From an optimization exercise on the open Yosys and OpenROAD flow, aimed at small area; shortcuts taken in it are not production practice.
Function was checked by simulation only, so behaviour that the tests miss may differ from the original.
Power figures rest on the tool's default switching activity, not on a simulated workload.

==> run a: inputs <==
// pixel_processing
module pixel_processing#(
    parameter          ROW_NUM = 9'd96,      
    parameter          COL_NUM = 9'd32,      
    parameter          DATA_WIDTH  = 16
)(
    input              rst,
    input              video_clk,
	input     [15:0]   rgb565_i,
    input              data_valid,
	output    [15:0]   pixel_mean,
    output             odata_val
   );
==> module pixel_processing, before the edit <==
module pixel_processing#(
    parameter          ROW_NUM = 9'd96,      
    parameter          COL_NUM = 9'd32,      
    parameter          DATA_WIDTH  = 16
)(
    input              rst,
    input              video_clk,
	input     [15:0]   rgb565_i,
    input              data_valid,
	output    [15:0]   pixel_mean,
    output             odata_val
   );
localparam AW = 22;             
localparam SW = 21;             
localparam NL = 4;              
localparam NS = 8;              
reg [4:0]   col_cnt;
reg [6:0]   row_cnt;
reg         pend;
reg [15:0]  pix;
reg [2:0]   ph;
reg [NL*SW-1:0] ring [0:NS-1];
wire [NL*SW-1:0] port_q = ring[NS-1];
reg         hit, hit_n;
wire        pend_nx = data_valid || (pend && !hit);
wire [4:0]  col_nx  = hit ? col_cnt + 1'b1 : col_cnt;
wire [2:0]  ph_nx   = ph + 1'b1;
wire        hit_nx  = pend_nx && (ph_nx == col_nx[4:2]);
wire        clr  = row_cnt[1:0] == 2'd0;
wire        last_col = col_cnt == COL_NUM-1;
wire        edge_row = (row_cnt[6:2] == 5'd0) || (row_cnt[6:2] == ROW_NUM/4-1);
wire        emit = (row_cnt[1:0] == 2'd3) && (edge_row || col_cnt == 5'd0 || last_col);
wire [SW-1:0] q0 = port_q[SW-1:0];
wire        h4 = q0[20];
wire [1:0]  rf = q0[19:18];
wire [1:0]  gf = q0[17:16];
wire        rf3 = &rf;
wire        gf3 = &gf;
wire [1:0]  hi_r = rf3 ? {1'b0, h4} : gf3 ? 2'd2 : rf;
wire [1:0]  hi_g = (rf3 || !gf3) ? gf : rf;
wire [1:0]  hi_b = (rf3 || gf3) ? 2'd2 : {1'b0, h4};
wire [AW-1:0] acc = clr ? {AW{1'b0}} : {hi_r, q0[15:11], hi_g, q0[10:5], hi_b, q0[4:0]};
wire [AW-1:0] addend = {2'b0, pix[15:11], 2'b0, pix[10:5], 2'b0, pix[4:0]};
wire [AW-1:0] sum;
wire [AW:0]   cy;
genvar b;
generate for (b = 0; b < AW; b = b + 1) begin : add
    wire cin = (b == 0 || b == 7 || b == 15) ? 1'b0 : cy[b];
    assign sum[b]  = acc[b] ^ addend[b] ^ cin;
    assign cy[b+1] = (acc[b] & addend[b]) | (cin & (acc[b] ^ addend[b]));
end endgenerate
assign pixel_mean = {sum[21:17], sum[14:9], sum[6:2]};
wire [1:0]  s_r = sum[21:20];
wire [1:0]  s_g = sum[14:13];
wire [1:0]  s_b = sum[6:5];
wire        st_h4 = s_b[1] ? (!s_r[1] && s_r[0]) : s_b[0];
wire [1:0]  st_rf = s_b[1] ? (s_r[1] ? s_g : 2'd3) : s_r;
wire [1:0]  st_gf = (s_b[1] && s_r[1]) ? 2'd3 : s_g;
wire [4:0]  sum_hi = {st_h4, st_rf, st_gf};
wire [SW-1:0] sum_st = {sum_hi, sum[19:15], sum[12:7], sum[4:0]};
assign odata_val  = hit && emit;
integer i;
always@(posedge video_clk)begin
    for (i = 1; i < NS; i = i + 1) ring[i] <= ring[i-1];
    ring[0] <= ({NL*SW{hit}}   & {sum_st, port_q[NL*SW-1:SW]})
             | ({NL*SW{hit_n}} & port_q);
end
always@(posedge video_clk)begin
    if (data_valid) pix <= rgb565_i;
end
always@(posedge video_clk or posedge rst)begin
    if(rst)begin
        ph      <= 'b0;
        pend    <= 1'b0;
        hit     <= 1'b0;
        hit_n   <= 1'b1;
        col_cnt <= 'b0;
        row_cnt <= 'b0;
    end else begin
        ph    <= ph_nx;
        pend  <= pend_nx;
        hit   <= hit_nx;
        hit_n <= !hit_nx;
        col_cnt <= col_nx;
        if (hit) begin
            if (last_col) row_cnt <= (row_cnt == ROW_NUM-1) ? 7'd0 : row_cnt + 1'b1;
        end
    end
end
endmodule
Settings: LEC_CHECK=0, CAP_MARGIN=20, CORE_MARGIN=2, CORE_UTILIZATION=60, SLEW_MARGIN=20; clock period 10.0 ns.
standard.sh (not shown) runs the stock make flow with config.mk's settings and CLKGATE_MAP_FILE= SYNTH_SCRIPT=/design/flow/synth_recipe.tcl, a recipe that flattens the netlist after the stock synthesis.
==> flow/flow/run.sh <==
#!/bin/bash
# Own layout flow: the standard flow (standard.sh) with these changes:
#  - synthesis maps the logic with an area-oriented ABC script (abc_map.script)
#    instead of ORFS's speed script, and looks for full adders (extract_fa)
#    on the design's own gates, before Yosys's generic ABC pass restructures
#    them (patch_synth.py); registers are mapped exactly as in the standard
#    synthesis;
#  - CTS without dummy loads and with smaller clock buffers (knobs.sh);
#  - the smallest buffer cell for the port buffers (knobs.sh).
# Each tool's output is in orfs/logs/; the make output is in flow_make.log.
set -euo pipefail
here=$(cd "$(dirname "$0")" && pwd)
rm -rf scripts_local
cp -r "$FLOW_HOME/scripts" scripts_local
cp "$here/abc_map.script" scripts_local/abc_speed.script
python3 "$here/patch_synth.py" scripts_local/synth.tcl
export SCRIPTS_DIR=$PWD/scripts_local
source "$here/knobs.sh"
export CTS_ARGS BUFFER_PORTS_ARGS
bash standard.sh finish > flow_make.log 2>&1
==> flow/flow/abc_map.script <==
&get -n
&st
&syn2
&dch -f
&nf -R 1000 -p
&st
&syn2
&dch -f
&nf -R 1000 -p
&put
==> flow/flow/knobs.sh <==
CTS_ARGS="-sink_clustering_enable -repair_clock_nets -sink_clustering_size 21 -sink_clustering_max_diameter 60 -buf_list sky130_fd_sc_hd__clkbuf_8 -root_buf sky130_fd_sc_hd__clkbuf_4 -tree_buf sky130_fd_sc_hd__clkbuf_4 -dont_use_dummy_load"
BUFFER_PORTS_ARGS="-buffer_cell sky130_fd_sc_hd__buf_1"
==> flow/flow/patch_synth.py <==
import sys
p=sys.argv[1]; s=open(p).read()
anchor="  synth -top $::env(DESIGN_NAME) -run fine: {*}$synth_full_args\n"
assert anchor in s
s=s.replace(anchor,"  techmap\n  opt -fast\n  extract_fa\n  techmap -map $::env(ADDER_MAP_FILE)\n  opt -fast\n"+anchor,1)
open(p,'w').write(s)
==> run b (differences from run a) <==
--- a/flow/design.v
+++ b/flow/design.v
@@ -13,5 +13,4 @@
    );
 localparam AW = 22;             
-localparam SW = 21;             
 localparam NL = 4;              
 localparam NS = 8;              
@@ -21,6 +20,6 @@
 reg [15:0]  pix;
 reg [2:0]   ph;
-reg [NL*SW-1:0] ring [0:NS-1];
-wire [NL*SW-1:0] port_q = ring[NS-1];
+reg [NL*AW-1:0] ring [0:NS-1];
+wire [NL*AW-1:0] port_q = ring[NS-1];
 reg         hit, hit_n;
 wire        pend_nx = data_valid || (pend && !hit);
@@ -32,14 +31,5 @@
 wire        edge_row = (row_cnt[6:2] == 5'd0) || (row_cnt[6:2] == ROW_NUM/4-1);
 wire        emit = (row_cnt[1:0] == 2'd3) && (edge_row || col_cnt == 5'd0 || last_col);
-wire [SW-1:0] q0 = port_q[SW-1:0];
-wire        h4 = q0[20];
-wire [1:0]  rf = q0[19:18];
-wire [1:0]  gf = q0[17:16];
-wire        rf3 = &rf;
-wire        gf3 = &gf;
-wire [1:0]  hi_r = rf3 ? {1'b0, h4} : gf3 ? 2'd2 : rf;
-wire [1:0]  hi_g = (rf3 || !gf3) ? gf : rf;
-wire [1:0]  hi_b = (rf3 || gf3) ? 2'd2 : {1'b0, h4};
-wire [AW-1:0] acc = clr ? {AW{1'b0}} : {hi_r, q0[15:11], hi_g, q0[10:5], hi_b, q0[4:0]};
+wire [AW-1:0] acc = clr ? {AW{1'b0}} : port_q[AW-1:0];
 wire [AW-1:0] addend = {2'b0, pix[15:11], 2'b0, pix[10:5], 2'b0, pix[4:0]};
 wire [AW-1:0] sum;
@@ -52,18 +42,10 @@
 end endgenerate
 assign pixel_mean = {sum[21:17], sum[14:9], sum[6:2]};
-wire [1:0]  s_r = sum[21:20];
-wire [1:0]  s_g = sum[14:13];
-wire [1:0]  s_b = sum[6:5];
-wire        st_h4 = s_b[1] ? (!s_r[1] && s_r[0]) : s_b[0];
-wire [1:0]  st_rf = s_b[1] ? (s_r[1] ? s_g : 2'd3) : s_r;
-wire [1:0]  st_gf = (s_b[1] && s_r[1]) ? 2'd3 : s_g;
-wire [4:0]  sum_hi = {st_h4, st_rf, st_gf};
-wire [SW-1:0] sum_st = {sum_hi, sum[19:15], sum[12:7], sum[4:0]};
 assign odata_val  = hit && emit;
 integer i;
 always@(posedge video_clk)begin
     for (i = 1; i < NS; i = i + 1) ring[i] <= ring[i-1];
-    ring[0] <= ({NL*SW{hit}}   & {sum_st, port_q[NL*SW-1:SW]})
-             | ({NL*SW{hit_n}} & port_q);
+    ring[0] <= ({NL*AW{hit}}   & {sum, port_q[NL*AW-1:AW]})
+             | ({NL*AW{hit_n}} & port_q);
 end
 always@(posedge video_clk)begin
==> flow/flow/run.sh (replaced) <==
#!/bin/bash
# Own layout flow: the standard flow (standard.sh) with two changes:
# CTS without dummy loads and with smaller clock buffers, and the smallest
# buffer cell for the port buffers. Each tool's output is in orfs/logs/;
# the whole make output is in flow_make.log.
set -euo pipefail
here=$(cd "$(dirname "$0")" && pwd)
source "$here/knobs.sh"
export CTS_ARGS BUFFER_PORTS_ARGS
bash standard.sh finish > flow_make.log 2>&1
==> flow/flow/knobs.sh (replaced) <==
CTS_ARGS="-sink_clustering_enable -repair_clock_nets -sink_clustering_size 20 -sink_clustering_max_diameter 60 -buf_list sky130_fd_sc_hd__clkbuf_8 -dont_use_dummy_load"
BUFFER_PORTS_ARGS="-buffer_cell sky130_fd_sc_hd__buf_1"
--- a/flow/config.mk
+++ b/flow/config.mk
@@ -8,4 +8,4 @@
 export CAP_MARGIN = 20
 export CORE_MARGIN = 2
-export CORE_UTILIZATION = 60
+export CORE_UTILIZATION = 70
 export SLEW_MARGIN = 20
removed: flow/flow/abc_map.script
removed: flow/flow/patch_synth.py
==> notes <==
Run b completed with no timing, DRC or antenna violations. Run a went through all stages and came out clean. In run b the utilization is higher than in run a, by 12 points. Against run a, the worst hold slack of run b is better by 36 ps. In run a the clock power is smaller than in run b, by about 8%. Against run a, the sequential share of layout area of run b is higher by 0.13 points. Against run a, the final area of run b is larger by 4.3%. Sequential power: run b is larger than run a (about 6%). Between run b and run a, the lower routed wire length is in run b (gap 2.2%, measured against run a). Of run b and run a, run b has the higher total power (gap about 4%, measured against run a). Against run a, the first-iteration DRC count of run b is larger by about 30%. Between run b and run a, the lower fmax is in run a (gap 2.8%, measured against run a).
==> figures <==
quantity	run b	run a
Arrival time of data at the critical path endpoint	4470 ps	4650 ps
Number of flip-flops and latches	738	706
Largest register FFs	704	672
Multiplexer share of the synthesized area	0.002140	0.0006923
Met1 Usage GRT	0.2621	0.2229
Biggest cell delay along the critical path	420 ps	460 ps
Share of final-layout standard cells stronger than drive strength 1	0.04952	0.04505
Net Sw Frac	0.2093	0.2139
Clock latency on the worst-skew pair	570 ps	680 ps
Fraction of the core area covered by cells at the end of the flow	0.7619	0.6435
Fraction of area in non-clock buffers	0.008555	0.009359
Reported net switching power	920.2 uW	904.6 uW
Final standard cell area without fillers	17990 um^2	17250 um^2
Flip-flop and latch count after synthesis	738	706
Simple-gate area share of the yosys netlist	0.01941	0.01938
Adder-cell share of the synthesized area	0.02421	0.02831
Post-Synthesis Net Count	1037	985
Sink of the worst hold path	ring[4][4]	ring[1][12]
Seq. pwr	3130 uW	2960 uW
Layout Skew	22.05 ps	55.10 ps
Status	complete, no violations	complete, no violations
Met2 Track Usage GR	0.2458	0.2398

-- port drivers added, routing unchanged --
The flow's constraints put no driver on any port. The routed layouts listed below were extracted and timed again, unchanged, in two steps.
Step 1: set_driving_cell puts a clkbuf_16 on video_clk and a buf_2 on each other input, an assumption about the parent block.
Step 2 also shifts input and output timing later by t, the mid clock arrival at the registers, as if the neighbouring blocks saw the same clock.
a / b / c = ideal ports / drivers / drivers and shift; a / b = the first two.
run	t (ns)	slack for setup (ns)	clock arrival spread, ns	worst data-port slew with drivers (ns)	cell pins on the clock port's net
run a	0.693	3.347 / 3.308 / 4.001	0.062 / 0.062	0.05	1
run b	0.599	3.528 / 3.486 / 4.084	0.024 / 0.023	0.07	1
After both steps every run listed still meets setup and hold.
